Context: an optimization exercise on an open-source flow, tuned for small area and a short achievable clock period. The choices shown serve that exercise and are no tape-out recipe. No functional check of the RTL was part of any run shown here. Power and IR drop assume default switching activity.

## flow/design.v (module list and top-level ports; edited modules follow where they fit)
// module IMU_synth: 2028 lines
module IMU_synth (data, value, row, clk, rst);
  // ...
==> flow/flow/run.sh <==
#!/bin/bash
# Layout flow: the standard ORFS flow (standard.sh) with two make settings added:
#  - SYNTH_ARGS=-noabc: Yosys's synth skips its early generic "abc -fast" pass, so extract_fa
#    maps the RTL's explicit full adders directly, without polarity inverters between them.
#    Registers, their names and their cell types are the same as the standard synthesis.
#  - BUFFER_PORTS_ARGS: the port buffers are buf_2 cells (repair may resize them later).
# Each tool's full output is in orfs/logs/; make's own output goes to standard.log.
set -euo pipefail
bash standard.sh SYNTH_ARGS=-noabc "BUFFER_PORTS_ARGS=-buffer_cell sky130_fd_sc_hd__buf_2" finish > standard.log 2>&1
==> flow/standard.sh <==
#!/bin/bash
# synth_recipe.tcl (not shown) runs the flow's synth.tcl, then flattens the netlist and writes it again
# the make line also repeats each setting of config.mk as NAME=value (left out here)
make -C /OpenROAD-flow-scripts/flow DESIGN_CONFIG=/design/flow/config.mk WORK_HOME=/design/flow/orfs CLKGATE_MAP_FILE= SYNTH_SCRIPT=/design/flow/synth_recipe.tcl "${@:-finish}"
==> flow/config.mk <==
export PLATFORM = sky130hd
export DESIGN_NAME = IMU_synth
export DESIGN_NICKNAME = IMU_synth
export VERILOG_FILES = /design/flow/design.v
export SDC_FILE = /design/flow/constraint.sdc
export NUM_CORES = 4
export LEC_CHECK = 0
export ABC_AREA = 1
export ABC_CLOCK_PERIOD_IN_PS = 4000
export CAP_MARGIN = 20
export CORE_MARGIN = 2
export CORE_UTILIZATION = 45
export CTS_BUF_LIST = sky130_fd_sc_hd__clkbuf_4 sky130_fd_sc_hd__clkbuf_8
export SETUP_SLACK_MARGIN = 3.5
export SLEW_MARGIN = 20
==> flow/constraint.sdc <==
create_clock -name core_clock -period 8.0 [get_ports {clk}]
set_input_delay 1.6000 -clock core_clock [delete_from_list [all_inputs] [get_ports {clk}]]
set_output_delay 1.6000 -clock core_clock [all_outputs]
set_load 0.01 [all_outputs]
==> out/qor.csv, run 1 <==
metric;value;unit
max_slew_margin;22.4;%
powerClk;589;uW
yosys-top-cells-count;xor2_1 (273), o22ai_1 (264), fa_1 (257), nand2_1 (177), inv_1 (166);
sh_seq_area;16.0;%
use_met3;5.11;%
seq_area_frac_synth;17.5;%
grt_util_met2;39.8;%
crit_family;adder cells;
crit_end;hc_q[10]$_DFF_P_;
top_power_group;combinational logic;
async_reset_ff_share;0;%
drive_above_1_share;15.9;%
n_fill_cell;3408;
drt-total-wl;52500;um
met3WireLength;5170;um
min_period_over_period;55.9;%
synth_edf_count;0;
seq_area;2980;um2
holdWs;0.335;ns
drc;0;
clock_sinks;148;
hold_path_depth;0;
firstDrtPassIters;7;
synth_top_area_cell;fa_1;
clockPowerShare;8.2;%
status;timing/DRC/antenna clean;
worstRegToRegCells;9;
hold-path-endpoint;s_q$_DFF_P_;
buf_share;4.83;%
rsz0062_at_grt;yes;
min-delay-start;s_r$_DFF_P_;
worstReg2RegStart;two_r[7]$_DFF_P_;
vdd_ir_drop_max;0.187;mV
yosys.area_share.xor_xnor;15.6;%
==> inputs of run 2 (changes only) <==
--- a/flow/design.v
+++ b/flow/design.v
@@ -1846,159 +1846,255 @@
   wire c907;
   assign s906 = ~(c903 ^ c905);
   assign c907 = c903 | c905;
   wire [47:0] rs = {s906, c901, c897, c891, c885, c877, c869, c859, c849, c837, c825, c811, c797, c781, c765, c747, c729, c709, c689, c667, c645, c621, c597, c575, c553, c531, c511, c491, c473, c455, c439, c423, c409, c395, s392, c371, c361, s360, s348, c335, c329, s328, s322, s316, c313, s312, pp2, pp1};
   wire [47:0] rc = {1'b0, s904, s900, s896, s890, s884, s876, s868, s858, s848, s836, s824, s810, s796, s780, s764, s746, s728, s708, s688, s666, s644, s620, s596, s574, s552, s530, s510, s490, s472, s454, s438, s422, s408, s394, s382, s370, 1'b0, s350, s342, s334, 1'b0, 1'b0, s318, s314, 1'b0, 1'b0, neg_r[0]};
   wire [17:0] lo = {1'b0, rs[16:0]} + {1'b0, rc[16:0]};
   wire [30:0] hg = rs[47:17] & rc[47:17];
   wire [30:0] hp = rs[47:17] ^ rc[47:17];
-  reg [30:0] hs_q, hc_q;
+  reg [30:0] hg_q, hp_q;
   reg ci_q, s_q, v_q;
   reg [7:0] e_q;
   reg [7:0] e1_q;
   always @(posedge clk) begin
-    hs_q <= rs[47:17];
-    hc_q <= rc[47:17];
+    hg_q <= hg;
+    hp_q <= hp;
     ci_q <= lo[17];
     e_q <= e_r;
     e1_q <= e_r + 8'd1;
     s_q <= s_r;
     v_q <= rst & v_r;
   end
-  wire [30:0] hg_q = hs_q & hc_q;
-  wire [30:0] hp_q = hs_q ^ hc_q;
   wire gg_0_1 = hg_q[0] | (hp_q[0] & ci_q);
+  wire gg_1_2 = hg_q[1] | (hp_q[1] & hg_q[0]);
+  wire gp_1_2 = hp_q[1] & hp_q[0];
   wire gg_2_3 = hg_q[2] | (hp_q[2] & hg_q[1]);
   wire gp_2_3 = hp_q[2] & hp_q[1];
+  wire gg_3_4 = hg_q[3] | (hp_q[3] & hg_q[2]);
+  wire gp_3_4 = hp_q[3] & hp_q[2];
   wire gg_4_5 = hg_q[4] | (hp_q[4] & hg_q[3]);
   wire gp_4_5 = hp_q[4] & hp_q[3];
+  wire gg_5_6 = hg_q[5] | (hp_q[5] & hg_q[4]);
+  wire gp_5_6 = hp_q[5] & hp_q[4];
   wire gg_6_7 = hg_q[6] | (hp_q[6] & hg_q[5]);
   wire gp_6_7 = hp_q[6] & hp_q[5];
+  wire gg_7_8 = hg_q[7] | (hp_q[7] & hg_q[6]);
+  wire gp_7_8 = hp_q[7] & hp_q[6];
   wire gg_8_9 = hg_q[8] | (hp_q[8] & hg_q[7]);
   wire gp_8_9 = hp_q[8] & hp_q[7];
+  wire gg_9_10 = hg_q[9] | (hp_q[9] & hg_q[8]);
+  wire gp_9_10 = hp_q[9] & hp_q[8];
   wire gg_10_11 = hg_q[10] | (hp_q[10] & hg_q[9]);
   wire gp_10_11 = hp_q[10] & hp_q[9];
+  wire gg_11_12 = hg_q[11] | (hp_q[11] & hg_q[10]);
+  wire gp_11_12 = hp_q[11] & hp_q[10];
   wire gg_12_13 = hg_q[12] | (hp_q[12] & hg_q[11]);
   wire gp_12_13 = hp_q[12] & hp_q[11];
+  wire gg_13_14 = hg_q[13] | (hp_q[13] & hg_q[12]);
+  wire gp_13_14 = hp_q[13] & hp_q[12];
   wire gg_14_15 = hg_q[14] | (hp_q[14] & hg_q[13]);
   wire gp_14_15 = hp_q[14] & hp_q[13];
+  wire gg_15_16 = hg_q[15] | (hp_q[15] & hg_q[14]);
+  wire gp_15_16 = hp_q[15] & hp_q[14];
   wire gg_16_17 = hg_q[16] | (hp_q[16] & hg_q[15]);
   wire gp_16_17 = hp_q[16] & hp_q[15];
+  wire gg_17_18 = hg_q[17] | (hp_q[17] & hg_q[16]);
+  wire gp_17_18 = hp_q[17] & hp_q[16];
   wire gg_18_19 = hg_q[18] | (hp_q[18] & hg_q[17]);
   wire gp_18_19 = hp_q[18] & hp_q[17];
+  wire gg_19_20 = hg_q[19] | (hp_q[19] & hg_q[18]);
+  wire gp_19_20 = hp_q[19] & hp_q[18];
   wire gg_20_21 = hg_q[20] | (hp_q[20] & hg_q[19]);
   wire gp_20_21 = hp_q[20] & hp_q[19];
+  wire gg_21_22 = hg_q[21] | (hp_q[21] & hg_q[20]);
+  wire gp_21_22 = hp_q[21] & hp_q[20];
   wire gg_22_23 = hg_q[22] | (hp_q[22] & hg_q[21]);
   wire gp_22_23 = hp_q[22] & hp_q[21];
+  wire gg_23_24 = hg_q[23] | (hp_q[23] & hg_q[22]);
+  wire gp_23_24 = hp_q[23] & hp_q[22];
   wire gg_24_25 = hg_q[24] | (hp_q[24] & hg_q[23]);
   wire gp_24_25 = hp_q[24] & hp_q[23];
+  wire gg_25_26 = hg_q[25] | (hp_q[25] & hg_q[24]);
+  wire gp_25_26 = hp_q[25] & hp_q[24];
   wire gg_26_27 = hg_q[26] | (hp_q[26] & hg_q[25]);
   wire gp_26_27 = hp_q[26] & hp_q[25];
+  wire gg_27_28 = hg_q[27] | (hp_q[27] & hg_q[26]);
+  wire gp_27_28 = hp_q[27] & hp_q[26];
   wire gg_28_29 = hg_q[28] | (hp_q[28] & hg_q[27]);
   wire gp_28_29 = hp_q[28] & hp_q[27];
+  wire gg_29_30 = hg_q[29] | (hp_q[29] & hg_q[28]);
+  wire gp_29_30 = hp_q[29] & hp_q[28];
   wire gg_30_31 = hg_q[30] | (hp_q[30] & hg_q[29]);
   wire gp_30_31 = hp_q[30] & hp_q[29];
-  wire gg_0_2 = hg_q[1] | (hp_q[1] & gg_0_1);
+  wire gg_0_2 = gg_1_2 | (gp_1_2 & ci_q);
   wire gg_0_3 = gg_2_3 | (gp_2_3 & gg_0_1);
-  wire gg_4_6 = hg_q[5] | (hp_q[5] & gg_4_5);
-  wire gp_4_6 = hp_q[5] & gp_4_5;
+  wire gg_1_4 = gg_3_4 | (gp_3_4 & gg_1_2);
+  wire gp_1_4 = gp_3_4 & gp_1_2;
+  wire gg_2_5 = gg_4_5 | (gp_4_5 & gg_2_3);
+  wire gp_2_5 = gp_4_5 & gp_2_3;
+  wire gg_3_6 = gg_5_6 | (gp_5_6 & gg_3_4);
+  wire gp_3_6 = gp_5_6 & gp_3_4;
   wire gg_4_7 = gg_6_7 | (gp_6_7 & gg_4_5);
   wire gp_4_7 = gp_6_7 & gp_4_5;
-  wire gg_8_10 = hg_q[9] | (hp_q[9] & gg_8_9);
-  wire gp_8_10 = hp_q[9] & gp_8_9;
+  wire gg_5_8 = gg_7_8 | (gp_7_8 & gg_5_6);
+  wire gp_5_8 = gp_7_8 & gp_5_6;
+  wire gg_6_9 = gg_8_9 | (gp_8_9 & gg_6_7);
+  wire gp_6_9 = gp_8_9 & gp_6_7;
+  wire gg_7_10 = gg_9_10 | (gp_9_10 & gg_7_8);
+  wire gp_7_10 = gp_9_10 & gp_7_8;
   wire gg_8_11 = gg_10_11 | (gp_10_11 & gg_8_9);
   wire gp_8_11 = gp_10_11 & gp_8_9;
-  wire gg_12_14 = hg_q[13] | (hp_q[13] & gg_12_13);
-  wire gp_12_14 = hp_q[13] & gp_12_13;
+  wire gg_9_12 = gg_11_12 | (gp_11_12 & gg_9_10);
+  wire gp_9_12 = gp_11_12 & gp_9_10;
+  wire gg_10_13 = gg_12_13 | (gp_12_13 & gg_10_11);
+  wire gp_10_13 = gp_12_13 & gp_10_11;
+  wire gg_11_14 = gg_13_14 | (gp_13_14 & gg_11_12);
+  wire gp_11_14 = gp_13_14 & gp_11_12;
   wire gg_12_15 = gg_14_15 | (gp_14_15 & gg_12_13);
   wire gp_12_15 = gp_14_15 & gp_12_13;
-  wire gg_16_18 = hg_q[17] | (hp_q[17] & gg_16_17);
-  wire gp_16_18 = hp_q[17] & gp_16_17;
+  wire gg_13_16 = gg_15_16 | (gp_15_16 & gg_13_14);
+  wire gp_13_16 = gp_15_16 & gp_13_14;
+  wire gg_14_17 = gg_16_17 | (gp_16_17 & gg_14_15);
+  wire gp_14_17 = gp_16_17 & gp_14_15;
+  wire gg_15_18 = gg_17_18 | (gp_17_18 & gg_15_16);
+  wire gp_15_18 = gp_17_18 & gp_15_16;
   wire gg_16_19 = gg_18_19 | (gp_18_19 & gg_16_17);
   wire gp_16_19 = gp_18_19 & gp_16_17;
-  wire gg_20_22 = hg_q[21] | (hp_q[21] & gg_20_21);
-  wire gp_20_22 = hp_q[21] & gp_20_21;
+  wire gg_17_20 = gg_19_20 | (gp_19_20 & gg_17_18);
+  wire gp_17_20 = gp_19_20 & gp_17_18;
+  wire gg_18_21 = gg_20_21 | (gp_20_21 & gg_18_19);
+  wire gp_18_21 = gp_20_21 & gp_18_19;
+  wire gg_19_22 = gg_21_22 | (gp_21_22 & gg_19_20);
+  wire gp_19_22 = gp_21_22 & gp_19_20;
   wire gg_20_23 = gg_22_23 | (gp_22_23 & gg_20_21);
   wire gp_20_23 = gp_22_23 & gp_20_21;
-  wire gg_24_26 = hg_q[25] | (hp_q[25] & gg_24_25);
-  wire gp_24_26 = hp_q[25] & gp_24_25;
+  wire gg_21_24 = gg_23_24 | (gp_23_24 & gg_21_22);
+  wire gp_21_24 = gp_23_24 & gp_21_22;
+  wire gg_22_25 = gg_24_25 | (gp_24_25 & gg_22_23);
+  wire gp_22_25 = gp_24_25 & gp_22_23;
+  wire gg_23_26 = gg_25_26 | (gp_25_26 & gg_23_24);
+  wire gp_23_26 = gp_25_26 & gp_23_24;
   wire gg_24_27 = gg_26_27 | (gp_26_27 & gg_24_25);
   wire gp_24_27 = gp_26_27 & gp_24_25;
-  wire gg_28_30 = hg_q[29] | (hp_q[29] & gg_28_29);
-  wire gp_28_30 = hp_q[29] & gp_28_29;
+  wire gg_25_28 = gg_27_28 | (gp_27_28 & gg_25_26);
+  wire gp_25_28 = gp_27_28 & gp_25_26;
+  wire gg_26_29 = gg_28_29 | (gp_28_29 & gg_26_27);
+  wire gp_26_29 = gp_28_29 & gp_26_27;
+  wire gg_27_30 = gg_29_30 | (gp_29_30 & gg_27_28);
+  wire gp_27_30 = gp_29_30 & gp_27_28;
   wire gg_28_31 = gg_30_31 | (gp_30_31 & gg_28_29);
   wire gp_28_31 = gp_30_31 & gp_28_29;
-  wire gg_0_4 = hg_q[3] | (hp_q[3] & gg_0_3);
-  wire gg_0_5 = gg_4_5 | (gp_4_5 & gg_0_3);
-  wire gg_0_6 = gg_4_6 | (gp_4_6 & gg_0_3);
+  wire gg_0_4 = gg_1_4 | (gp_1_4 & ci_q);
+  wire gg_0_5 = gg_2_5 | (gp_2_5 & gg_0_1);
+  wire gg_0_6 = gg_3_6 | (gp_3_6 & gg_0_2);
   wire gg_0_7 = gg_4_7 | (gp_4_7 & gg_0_3);
-  wire gg_8_12 = hg_q[11] | (hp_q[11] & gg_8_11);
-  wire gp_8_12 = hp_q[11] & gp_8_11;
-  wire gg_8_13 = gg_12_13 | (gp_12_13 & gg_8_11);
-  wire gp_8_13 = gp_12_13 & gp_8_11;
-  wire gg_8_14 = gg_12_14 | (gp_12_14 & gg_8_11);
-  wire gp_8_14 = gp_12_14 & gp_8_11;
+  wire gg_1_8 = gg_5_8 | (gp_5_8 & gg_1_4);
+  wire gp_1_8 = gp_5_8 & gp_1_4;
+  wire gg_2_9 = gg_6_9 | (gp_6_9 & gg_2_5);
+  wire gp_2_9 = gp_6_9 & gp_2_5;
+  wire gg_3_10 = gg_7_10 | (gp_7_10 & gg_3_6);
+  wire gp_3_10 = gp_7_10 & gp_3_6;
+  wire gg_4_11 = gg_8_11 | (gp_8_11 & gg_4_7);
+  wire gp_4_11 = gp_8_11 & gp_4_7;
+  wire gg_5_12 = gg_9_12 | (gp_9_12 & gg_5_8);
+  wire gp_5_12 = gp_9_12 & gp_5_8;
+  wire gg_6_13 = gg_10_13 | (gp_10_13 & gg_6_9);
+  wire gp_6_13 = gp_10_13 & gp_6_9;
+  wire gg_7_14 = gg_11_14 | (gp_11_14 & gg_7_10);
+  wire gp_7_14 = gp_11_14 & gp_7_10;
   wire gg_8_15 = gg_12_15 | (gp_12_15 & gg_8_11);
   wire gp_8_15 = gp_12_15 & gp_8_11;
-  wire gg_16_20 = hg_q[19] | (hp_q[19] & gg_16_19);
-  wire gp_16_20 = hp_q[19] & gp_16_19;
-  wire gg_16_21 = gg_20_21 | (gp_20_21 & gg_16_19);
-  wire gp_16_21 = gp_20_21 & gp_16_19;
-  wire gg_16_22 = gg_20_22 | (gp_20_22 & gg_16_19);
-  wire gp_16_22 = gp_20_22 & gp_16_19;
+  wire gg_9_16 = gg_13_16 | (gp_13_16 & gg_9_12);
+  wire gp_9_16 = gp_13_16 & gp_9_12;
+  wire gg_10_17 = gg_14_17 | (gp_14_17 & gg_10_13);
+  wire gp_10_17 = gp_14_17 & gp_10_13;
+  wire gg_11_18 = gg_15_18 | (gp_15_18 & gg_11_14);
+  wire gp_11_18 = gp_15_18 & gp_11_14;
+  wire gg_12_19 = gg_16_19 | (gp_16_19 & gg_12_15);
+  wire gp_12_19 = gp_16_19 & gp_12_15;
+  wire gg_13_20 = gg_17_20 | (gp_17_20 & gg_13_16);
+  wire gp_13_20 = gp_17_20 & gp_13_16;
+  wire gg_14_21 = gg_18_21 | (gp_18_21 & gg_14_17);
+  wire gp_14_21 = gp_18_21 & gp_14_17;
+  wire gg_15_22 = gg_19_22 | (gp_19_22 & gg_15_18);
+  wire gp_15_22 = gp_19_22 & gp_15_18;
   wire gg_16_23 = gg_20_23 | (gp_20_23 & gg_16_19);
   wire gp_16_23 = gp_20_23 & gp_16_19;
-  wire gg_24_28 = hg_q[27] | (hp_q[27] & gg_24_27);
-  wire gp_24_28 = hp_q[27] & gp_24_27;
-  wire gg_24_29 = gg_28_29 | (gp_28_29 & gg_24_27);
-  wire gp_24_29 = gp_28_29 & gp_24_27;
-  wire gg_24_30 = gg_28_30 | (gp_28_30 & gg_24_27);
-  wire gp_24_30 = gp_28_30 & gp_24_27;
+  wire gg_17_24 = gg_21_24 | (gp_21_24 & gg_17_20);
+  wire gp_17_24 = gp_21_24 & gp_17_20;
+  wire gg_18_25 = gg_22_25 | (gp_22_25 & gg_18_21);
+  wire gp_18_25 = gp_22_25 & gp_18_21;
+  wire gg_19_26 = gg_23_26 | (gp_23_26 & gg_19_22);
+  wire gp_19_26 = gp_23_26 & gp_19_22;
+  wire gg_20_27 = gg_24_27 | (gp_24_27 & gg_20_23);
+  wire gp_20_27 = gp_24_27 & gp_20_23;
+  wire gg_21_28 = gg_25_28 | (gp_25_28 & gg_21_24);
+  wire gp_21_28 = gp_25_28 & gp_21_24;
+  wire gg_22_29 = gg_26_29 | (gp_26_29 & gg_22_25);
+  wire gp_22_29 = gp_26_29 & gp_22_25;
+  wire gg_23_30 = gg_27_30 | (gp_27_30 & gg_23_26);
+  wire gp_23_30 = gp_27_30 & gp_23_26;
   wire gg_24_31 = gg_28_31 | (gp_28_31 & gg_24_27);
   wire gp_24_31 = gp_28_31 & gp_24_27;
-  wire gg_0_8 = hg_q[7] | (hp_q[7] & gg_0_7);
-  wire gg_0_9 = gg_8_9 | (gp_8_9 & gg_0_7);
-  wire gg_0_10 = gg_8_10 | (gp_8_10 & gg_0_7);
-  wire gg_0_11 = gg_8_11 | (gp_8_11 & gg_0_7);
-  wire gg_0_12 = gg_8_12 | (gp_8_12 & gg_0_7);
-  wire gg_0_13 = gg_8_13 | (gp_8_13 & gg_0_7);
-  wire gg_0_14 = gg_8_14 | (gp_8_14 & gg_0_7);
+  wire gg_0_8 = gg_1_8 | (gp_1_8 & ci_q);
+  wire gg_0_9 = gg_2_9 | (gp_2_9 & gg_0_1);
+  wire gg_0_10 = gg_3_10 | (gp_3_10 & gg_0_2);
+  wire gg_0_11 = gg_4_11 | (gp_4_11 & gg_0_3);
+  wire gg_0_12 = gg_5_12 | (gp_5_12 & gg_0_4);
+  wire gg_0_13 = gg_6_13 | (gp_6_13 & gg_0_5);
+  wire gg_0_14 = gg_7_14 | (gp_7_14 & gg_0_6);
   wire gg_0_15 = gg_8_15 | (gp_8_15 & gg_0_7);
-  wire gg_16_24 = hg_q[23] | (hp_q[23] & gg_16_23);
-  wire gp_16_24 = hp_q[23] & gp_16_23;
-  wire gg_16_25 = gg_24_25 | (gp_24_25 & gg_16_23);
-  wire gp_16_25 = gp_24_25 & gp_16_23;
-  wire gg_16_26 = gg_24_26 | (gp_24_26 & gg_16_23);
-  wire gp_16_26 = gp_24_26 & gp_16_23;
-  wire gg_16_27 = gg_24_27 | (gp_24_27 & gg_16_23);
-  wire gp_16_27 = gp_24_27 & gp_16_23;
-  wire gg_16_28 = gg_24_28 | (gp_24_28 & gg_16_23);
-  wire gp_16_28 = gp_24_28 & gp_16_23;
-  wire gg_16_29 = gg_24_29 | (gp_24_29 & gg_16_23);
-  wire gp_16_29 = gp_24_29 & gp_16_23;
-  wire gg_16_30 = gg_24_30 | (gp_24_30 & gg_16_23);
-  wire gp_16_30 = gp_24_30 & gp_16_23;
+  wire gg_1_16 = gg_9_16 | (gp_9_16 & gg_1_8);
+  wire gp_1_16 = gp_9_16 & gp_1_8;
+  wire gg_2_17 = gg_10_17 | (gp_10_17 & gg_2_9);
+  wire gp_2_17 = gp_10_17 & gp_2_9;
+  wire gg_3_18 = gg_11_18 | (gp_11_18 & gg_3_10);
+  wire gp_3_18 = gp_11_18 & gp_3_10;
+  wire gg_4_19 = gg_12_19 | (gp_12_19 & gg_4_11);
+  wire gp_4_19 = gp_12_19 & gp_4_11;
+  wire gg_5_20 = gg_13_20 | (gp_13_20 & gg_5_12);
+  wire gp_5_20 = gp_13_20 & gp_5_12;
+  wire gg_6_21 = gg_14_21 | (gp_14_21 & gg_6_13);
+  wire gp_6_21 = gp_14_21 & gp_6_13;
+  wire gg_7_22 = gg_15_22 | (gp_15_22 & gg_7_14);
+  wire gp_7_22 = gp_15_22 & gp_7_14;
+  wire gg_8_23 = gg_16_23 | (gp_16_23 & gg_8_15);
+  wire gp_8_23 = gp_16_23 & gp_8_15;
+  wire gg_9_24 = gg_17_24 | (gp_17_24 & gg_9_16);
+  wire gp_9_24 = gp_17_24 & gp_9_16;
+  wire gg_10_25 = gg_18_25 | (gp_18_25 & gg_10_17);
+  wire gp_10_25 = gp_18_25 & gp_10_17;
+  wire gg_11_26 = gg_19_26 | (gp_19_26 & gg_11_18);
+  wire gp_11_26 = gp_19_26 & gp_11_18;
+  wire gg_12_27 = gg_20_27 | (gp_20_27 & gg_12_19);
+  wire gp_12_27 = gp_20_27 & gp_12_19;
+  wire gg_13_28 = gg_21_28 | (gp_21_28 & gg_13_20);
+  wire gp_13_28 = gp_21_28 & gp_13_20;
+  wire gg_14_29 = gg_22_29 | (gp_22_29 & gg_14_21);
+  wire gp_14_29 = gp_22_29 & gp_14_21;
+  wire gg_15_30 = gg_23_30 | (gp_23_30 & gg_15_22);
+  wire gp_15_30 = gp_23_30 & gp_15_22;
   wire gg_16_31 = gg_24_31 | (gp_24_31 & gg_16_23);
   wire gp_16_31 = gp_24_31 & gp_16_23;
-  wire gg_0_16 = hg_q[15] | (hp_q[15] & gg_0_15);
-  wire gg_0_17 = gg_16_17 | (gp_16_17 & gg_0_15);
-  wire gg_0_18 = gg_16_18 | (gp_16_18 & gg_0_15);
-  wire gg_0_19 = gg_16_19 | (gp_16_19 & gg_0_15);
-  wire gg_0_20 = gg_16_20 | (gp_16_20 & gg_0_15);
-  wire gg_0_21 = gg_16_21 | (gp_16_21 & gg_0_15);
-  wire gg_0_22 = gg_16_22 | (gp_16_22 & gg_0_15);
-  wire gg_0_23 = gg_16_23 | (gp_16_23 & gg_0_15);
-  wire gg_0_24 = gg_16_24 | (gp_16_24 & gg_0_15);
-  wire gg_0_25 = gg_16_25 | (gp_16_25 & gg_0_15);
-  wire gg_0_26 = gg_16_26 | (gp_16_26 & gg_0_15);
-  wire gg_0_27 = gg_16_27 | (gp_16_27 & gg_0_15);
-  wire gg_0_28 = gg_16_28 | (gp_16_28 & gg_0_15);
-  wire gg_0_29 = gg_16_29 | (gp_16_29 & gg_0_15);
-  wire gg_0_30 = gg_16_30 | (gp_16_30 & gg_0_15);
+  wire gg_0_16 = gg_1_16 | (gp_1_16 & ci_q);
+  wire gg_0_17 = gg_2_17 | (gp_2_17 & gg_0_1);
+  wire gg_0_18 = gg_3_18 | (gp_3_18 & gg_0_2);
+  wire gg_0_19 = gg_4_19 | (gp_4_19 & gg_0_3);
+  wire gg_0_20 = gg_5_20 | (gp_5_20 & gg_0_4);
+  wire gg_0_21 = gg_6_21 | (gp_6_21 & gg_0_5);
+  wire gg_0_22 = gg_7_22 | (gp_7_22 & gg_0_6);
+  wire gg_0_23 = gg_8_23 | (gp_8_23 & gg_0_7);
+  wire gg_0_24 = gg_9_24 | (gp_9_24 & gg_0_8);
+  wire gg_0_25 = gg_10_25 | (gp_10_25 & gg_0_9);
+  wire gg_0_26 = gg_11_26 | (gp_11_26 & gg_0_10);
+  wire gg_0_27 = gg_12_27 | (gp_12_27 & gg_0_11);
+  wire gg_0_28 = gg_13_28 | (gp_13_28 & gg_0_12);
+  wire gg_0_29 = gg_14_29 | (gp_14_29 & gg_0_13);
+  wire gg_0_30 = gg_15_30 | (gp_15_30 & gg_0_14);
   wire gg_0_31 = gg_16_31 | (gp_16_31 & gg_0_15);
   wire [24:0] p;    
   assign p[0] = hp_q[6] ^ gg_0_6;
   assign p[1] = hp_q[7] ^ gg_0_7;
   assign p[2] = hp_q[8] ^ gg_0_8;
   assign p[3] = hp_q[9] ^ gg_0_9;
   assign p[4] = hp_q[10] ^ gg_0_10;
   assign p[5] = hp_q[11] ^ gg_0_11;
==> flow/config.mk (replaced) <==
export PLATFORM = sky130hd
export DESIGN_NAME = IMU_synth
export DESIGN_NICKNAME = IMU_synth
export VERILOG_FILES = /design/flow/design.v
export SDC_FILE = /design/flow/constraint.sdc
export NUM_CORES = 4
export LEC_CHECK = 0
export ABC_CLOCK_PERIOD_IN_PS = 4000
export CAP_MARGIN = 20
export CORE_MARGIN = 2
export CORE_UTILIZATION = 45
export CTS_BUF_LIST = sky130_fd_sc_hd__clkbuf_4 sky130_fd_sc_hd__clkbuf_8
export SETUP_SLACK_MARGIN = 3.5
export SLEW_MARGIN = 20
==> run 2 against run 1 <==
Net effect:
- still clean on timing, DRC and antenna
- total power increased by 17%
- first-iteration DRC count down 2.4%
- worst setup slack got worse by 0.31 ns
- core utilization up 1.1 points
- highest routed layer unchanged
==> out/qor.csv, run 2 <==
metric;value;unit;change
grt_max_degree;28;;
hpwlAfterDp;32100;um;
clock_latency;0.49;ns;
synth_top_area_share;30.3;%;
grt_busiest_layer;met2;;
worst_pin_slew;0.656;ns;
power_leakage;0.00770;uW;
coreArea;36700;um2;
cts_buffers;17;;
die_y;197;um;
clk_path_buf_depth;2;;
crit_required;6.40;ns;
clk_pin_slew;0.09;ns;
seq_area;2990;um2;+0.46%
r2r_slack;3.63;ns;
start_util;45.8;%;
syn_area;16800;um2;
antenna_found_initial;0;;
min-delay-start;s_r$_DFF_P_;;
yosys_warnings;1;;
largest_reg_flops;31;;
nets;2122;;
avgRoutedWirePerCell;23.8;um;
crit_chain;a21oi_2 > o21bai_1 > a221oi_2 > a21oi_2 > o211ai_2 > a21o_2 > a31oi_4 > buf_12 > xor2_4 > buf_12 > buf_12 > nor2_4 > a2111oi_4 > buf_2;;
holdWs;0.339;ns;+0.00409 ns
drive_above_1_share;18.4;%;+2.5 points
clock_skew;0.0210;ns;
n_fill_cell;3327;;-2.4%
preCtsSetupSlack;3.01;ns;
die_w;197;um;
crit_type;reg2out;;
critical_path.max_stage_delay;0.36;ns;
drtIter0Drc;1295;;
synth_edf_count;0;;unchanged
grt_util_all_layers;26.9;%;
synthFlopType;dfxtp_1;;
final_critical_path_setup_slack;3.22;ns;
min_period_over_period;59.8;%;+3.8 points
period_needed;4.78;ns;
clock_sinks;148;;unchanged
die_area;39000;um2;
critPathCaptureType;output pin;;
vdd_ir_drop_max;0.244;mV;+30%
final_cell_mix;xnor2_1 (267), fa_1 (255), a22oi_1 (249);;
hold_path_depth;0;;unchanged
grt_util_met2;40.7;%;+0.97 points
setup_violations;0;;
worstRegToRegCells;9;;unchanged
grt_pass1_vias;13800;;
finalPower;8370;uW;
fin_setup_tns;0;ns;
cts_root_buf;clkbuf_8;;
overflow;0;;
cp_num_buf_inv;4;;
antennaDiodeCount;0;;
vias;13100;;
worstReg2RegStart;one_r[1]$_DFF_P_;;
hold_class;reg2reg;;
seq_area_frac_synth;17.6;%;+0.063 points
timing.rr.end;hp_q[10]$_DFF_P_;;
ys_types;61;;
firstDrtPassIters;6;;-1
ys_seq_elements;148;;
syn2layout_area_growth;12.7;%;
htree_levels;4;;
vias_per_cell;6.00;;
yosysMostFrequentCell;xnor2_1;;
ios;98;;
layout_commonest_cell;xnor2_1;;
crit_slowest_cell;dfxtp_4;;
async_reset_ff_share;0;%;unchanged
cpMostUsedCell;buf_12;;
slew_viol_final;0;;
max_slew_margin;56.2;%;+34 points
power.density;441;nW/um2;
portBuffers;97;;
drc;0;;unchanged
crit_family;compound AO/OA/AOI/OAI gates;;
drt-total-wl;51800;um;-1.3%
final_antenna_net_count;0;;
fmax;209;MHz;
multi_input_area;13200;um2;
grt_pass1_wl;79400;um;
cts_tree;done;;
rsz0062_at_grt;yes;;
final_hold_viol_count;0;;
top_register;hp_q;;
holdBufCountCts;0;;
use_met3;7.92;%;+2.8 points
arrival;3.18;ns;
top_regs;hp_q (31), hg_q (30), a_r (23);;
yosys-top-cells-count;xnor2_1 (267), fa_1 (255), a22oi_1 (249), dfxtp_1 (148), clkbuf_1 (137);;
cap_viol_max_count;0;;
crit_fanout;7;;
synth_area_leaders;fa_1 (30%), dfxtp_1 (18%), xnor2_1 (14%);;
synth_top_area_cell;fa_1;;
avgSynthCellArea;10.2;um2;
fp-row-count;70;;
use_met1;36.6;%;
hold-path-endpoint;s_q$_DFF_P_;;
worst_setup_path_start_kind;flip-flop;;
gp_congestion;0.859;;
syn-instance-count;1649;;
status;timing/DRC/antenna clean;;
synth_nets;2072;;
-- run 2: cell count changes after synthesis, sizes merged, moves of 80 or more --
cell	previous run	this run
inv	189	100
xor2	273	45
xnor2	27	268
o22ai	264	0
nand3	89	9
nand2	189	73
a22oi	0	249
-- run 2: per-stage QoR --
stage / cells / util (%) / cell area (um2)
global placement: 2112 / 48.2 / 17700
global route: 2180 / 51.7 / 19000
floorplan: 1649 / - / 16800
CTS: 2166 / 50.4 / 18500
finish: 2180 / 51.7 / 19000
detailed placement: 2112 / 48.2 / 17700
-- run 2: layout make-up --
class / count / area share, %
multi-input combinational: 1243 / 69.7
clock inverter: 14 / 0.977
timing repair buffer: 188 / 7.13
inverter: 101 / 2.00
tap: 468 / 3.09
clock buffer: 18 / 1.31
sequential: 148 / 15.8
-- run 2: what timing repair did --
| item | CTS | global route |
|---|---|---|
| gates cloned | 1 | 2 |
| gates resized for setup | 39 | 79 |
| buffers inserted | 21 | 11 |
| pin swaps | 35 | 33 |
| endpoints found under the setup margin | 47 | 33 |
-- run 2: cell families (layout without fill, tap and decap cells) --
kind of cell	Yosys count	after routing	synth area share, %
buffers and inverters	259	321	5.91
AND/OR/NAND/NOR	161	161	4.50
XOR/XNOR	313	314	16.4
adder cells (fa/ha/maj)	357	357	37.9
flip-flops	148	148	17.6
multiplexers	4	4	0.245
AO/OA/AOI/OAI	407	407	17.4
-- run 2: metal layers --
layer | vias to the layer above | part of all wire (%)
li1 | 5683 | -
met1 | 6550 | 42
met2 | 741 | 44
met3 | 109 | 11
met4 | 0 | 2.5
met5 | - | 0
-- run 2: where the power goes --
part	switching [uW]	total [uW]	internal (uW)
clock	344	647	303
sequential	185	1290	1110
combinational	3410	6430	3020
total	3940	8370	4430
-- run 2: worst max-delay path by stage --
stage	cells after the start	slack [ns]	startpoint	endpoint
after detailed placement	11	3.01	hp_q[9]$_DFF_P_	data[18]
after CTS	13	3.12	hp_q[0]$_DFF_P_	data[12]
final	14	3.22	hp_q[11]$_DFF_P_	data[8]
after floorplan	10	3.53	neg_r[2]$_DFF_P_	hp_q[7]$_DFF_P_
after global routing	14	3.06	hp_q[9]$_DFF_P_	data[8]
after global placement	11	3.10	hp_q[5]$_DFF_P_	data[18]
==> inputs of run 3 (changes only) <==
--- a/flow/config.mk
+++ b/flow/config.mk
@@ -11,4 +11,4 @@
 export CORE_UTILIZATION = 45
 export CTS_BUF_LIST = sky130_fd_sc_hd__clkbuf_4 sky130_fd_sc_hd__clkbuf_8
-export SETUP_SLACK_MARGIN = 3.5
+export SETUP_SLACK_MARGIN = 3.7
 export SLEW_MARGIN = 20
==> run 3 against run 2 <==
Net effect:
- worst setup slack better by 0.039 ns
- cell count down 0.28%
- worst hold slack worse by 0.0043 ns
- die area unchanged
- sequential share of layout area down 0.081 points
- sequential power about the same
- flip-flop and latch count unchanged
- via count down 0.17%
- first-iteration DRC count down 2.0%
- total power down 2.6%
- global-route usage down 0.12 points
- largest cell class unchanged
==> out/qor.csv, run 3 <==
metric;value;unit;change
layout_commonest_cell;xnor2_1;;
overflow;0;;unchanged
worst_pin_slew;0.737;ns;+0.0810 ns
clk_path_buf_depth;2;;unchanged
slew_viol_final;0;;unchanged
cts_tree;done;;
syn-instance-count;1649;;unchanged
crit_slowest_cell;dfxtp_2;;
final_cell_mix;xnor2_1 (267), fa_1 (251), a22oi_1 (248);;
portBuffers;97;;unchanged
clock_sinks;148;;unchanged
top_regs;hp_q (31), hg_q (30), a_r (23);;
seq_area_frac_synth;17.6;%;unchanged
ys_types;61;;unchanged
intPower;4310;uW;-2.7%
critPathCaptureType;output pin;;
grt_pass1_vias;13600;;-0.84%
crit_family;compound AO/OA/AOI/OAI gates;;
die_area;39000;um2;unchanged
clock_latency;0.48;ns;about the same
syn2layout_area_growth;14.2;%;
seqPwrFrac;15.9;%;+0.5 points
clockPowerShare;6.5;%;-1.2 points
drive_above_1_share;17.5;%;-0.87 points
rsz0062_at_grt;yes;;
grt_util_all_layers;26.8;%;-0.12 points
die_w;197;um;unchanged
max_slew_margin;50.9;%;-5.3 points
antennaDiodeCount;0;;unchanged
drtIter0Drc;1269;;-2.0%
min-delay-start;s_r$_DFF_P_;;
gp_congestion;0.853;;-0.72%
power.density;424;nW/um2;-3.8%
hpwlAfterDp;32500;um;+1.3%
avgSynthCellArea;10.2;um2;unchanged
crit_chain;a21oi_2 > o21bai_1 > a221oi_2 > a21oi_2 > o211ai_2 > a21o_2 > a31oi_4 > buf_12 > xor2_4 > buf_12 > buf_6 > mux2i_1 > a211oi_2 > buf_2;;
synth_edf_count;0;;unchanged
fp-row-count;70;;unchanged
grt_max_degree;28;;unchanged
p_switching;3840;uW;-2.4%
hold_path_depth;0;;unchanged
worstRegToRegCells;10;;+1
multi_input_area;13100;um2;-0.80%
final_antenna_net_count;0;;unchanged
avgRoutedWirePerCell;24.0;um;+0.95%
synth_top_area_cell;fa_1;;
crit_required;6.40;ns;about the same
worstReg2RegStart;two_r[1]$_DFF_P_;;
n_fill_cell;3268;;-1.8%
firstDrtPassIters;6;;unchanged
crit_type;reg2out;;
clock_skew;0.0185;ns;-0.00256 ns
top_register;hp_q;;
die_y;197;um;unchanged
ys_seq_elements;148;;unchanged
yosysMostFrequentCell;xnor2_1;;
r2r_slack;3.78;ns;+0.15 ns
hold-path-endpoint;s_q$_DFF_P_;;
synth_area_leaders;fa_1 (30%), dfxtp_1 (18%), xnor2_1 (14%);;
min_period_over_period;59.3;%;-0.49 points
timing.rr.end;hp_q[4]$_DFF_P_;;
vias_per_cell;6.01;;+0.11%
cap_viol_max_count;0;;unchanged
cts_root_buf;clkbuf_8;;
yosys_warnings;1;;unchanged
nets;2117;;-0.24%
setup_violations;0;;unchanged
power_leakage;0.00777;uW;+0.90%
largest_reg_flops;31;;unchanged
htree_levels;4;;unchanged
start_util;45.8;%;unchanged
clk_pin_slew;0.08;ns;about the same
synth_top_area_share;30.3;%;unchanged
arrival;3.14;ns;-0.04 ns
antenna_found_initial;1;;+1
cts_buffers;17;;unchanged
drt-total-wl;52200;um;+0.68%
worst_setup_path_start_kind;flip-flop;;
seq_area;3010;um2;+0.79%
final_hold_viol_count;0;;unchanged
async_reset_ff_share;0;%;unchanged
fin_setup_tns;0;ns;unchanged
swShare;47.2;%;+0.091 points
grt_pass1_wl;78800;um;-0.75%
holdBufCountCts;0;;unchanged
yosys-top-cells-count;xnor2_1 (267), fa_1 (255), a22oi_1 (249), dfxtp_1 (148), clkbuf_1 (137);;
finalPower;8150;uW;-2.6%
hold_class;reg2reg;;
synth_nets;2072;;unchanged
period_needed;4.74;ns;-0.0394 ns
vdd_ir_drop_max;0.258;mV;+6.0%
coreArea;36700;um2;unchanged
fmax;211;MHz;+0.83%
critical_path.max_stage_delay;0.36;ns;about the same
crit_fanout;6;;-1
ios;98;;unchanged
syn_area;16800;um2;unchanged
comb_power_share;77.6;%;+0.8 points
drc;0;;unchanged
fin_util;52.3;%;+0.68 points
cp_num_buf_inv;4;;unchanged
vias;13100;;-0.17%
synthFlopType;dfxtp_1;;
status;timing/DRC/antenna clean;;
-- run 3: area by class of cell --
type / count / share of cell area [%]
well taps: 468 / 3.05
multi-input cells: 1243 / 68.3
flip-flops and latches: 148 / 15.7
repair buffers: 183 / 9.16
clock inverters: 12 / 0.502
clock buffers: 19 / 1.33
inverters: 101 / 1.99
-- run 3: cells by family (layout without fill, tap and decap cells) --
kind of cell | count (synthesis) | after routing | share of synthesized area [%]
AND/OR/NAND/NOR | 161 | 161 | 4.50
adder cells (fa/ha/maj) | 357 | 357 | 37.9
flip-flops | 148 | 148 | 17.6
buffers and inverters | 259 | 315 | 5.91
AO/OA/AOI/OAI | 407 | 407 | 17.4
XOR/XNOR | 313 | 314 | 16.4
multiplexers | 4 | 4 | 0.245
-- run 3: power groups by stage --
stage	registers (uW)	clock network, uW	logic (uW)
floorplan	1230	0	4080
global placement	1270	0	5660
detailed placement	1280	0	5740
CTS	1270	544	6110
global route	1320	574	7310
finish	1300	528	6330
-- run 3: metrics by stage --
stage / setup WS (ns) / instance area (um2) / hold WS [ns] / std cells
final: 3.26 / 19200 / 0.334 / 2174
after floorplan: 3.72 / 16800 / 0.310 / 1649
after detailed placement: 3.03 / 17700 / 0.319 / 2111
after global placement: 3.10 / 17700 / 0.311 / 2111
after global routing: 3.08 / 19200 / 0.346 / 2174
after CTS: 3.17 / 18400 / 0.339 / 2160
-- run 3: worst max-delay path by stage --
stage                     startpoint         endpoint  slack [ns]  cells after the start
global placement     hp_q[5]$_DFF_P_         data[18]        3.10                     11
CTS                     ci_q$_DFF_P_          data[8]        3.17                     13
global route            ci_q$_DFF_P_          data[7]        3.08                     11
detailed placement   hp_q[9]$_DFF_P_         data[18]        3.03                     11
floorplan           neg_r[5]$_DFF_P_  hp_q[4]$_DFF_P_        3.72                     10
finish              hp_q[11]$_DFF_P_          data[5]        3.26                     14
-- run 3: routing by layer --
layer	routed length, um	global-route usage (%)	vias up
met2	23300	41.2	746
met3	6020	7.85	101
met1	21600	36.2	6535
met5	11	0	-
li1	-	-	5677
met4	1170	9.02	2
-- run 3: timing repair --
item                       4_1_cts  5_1_grt
pin swaps                       26       34
gates cloned                     1        5
setup buffers                   17        9
resized for setup               47      162
setup endpoints to repair       60       52

-- what the ideal ports hide --
Ports are ideal in the flow. The routed layouts listed here were re-timed in OpenROAD.
Step 1, drivers: a clkbuf_16 drives clk and a buf_2 each remaining input, both assumed.
Step 2 moves the port delays by t, midway between the first and last clock arrival at a register: inputs arrive t later, outputs are due t later. That takes back most of the time a late clock gives input paths.
Three values: ideal, step 1, step 2; two values: the first two.
| run | shift t [ns] | setup slack, ns | pins driven straight from the clock port |
|---|---|---|---|
| run 1 | 0.548 | 3.526 / 3.526 / 3.526 | 1 |
| run 2 | 0.528 | 3.219 / 3.171 / 3.625 | 1 |
| run 3 | 0.514 | 3.258 / 3.214 / 3.728 | 1 |
After both steps every run listed still meets setup and hold.
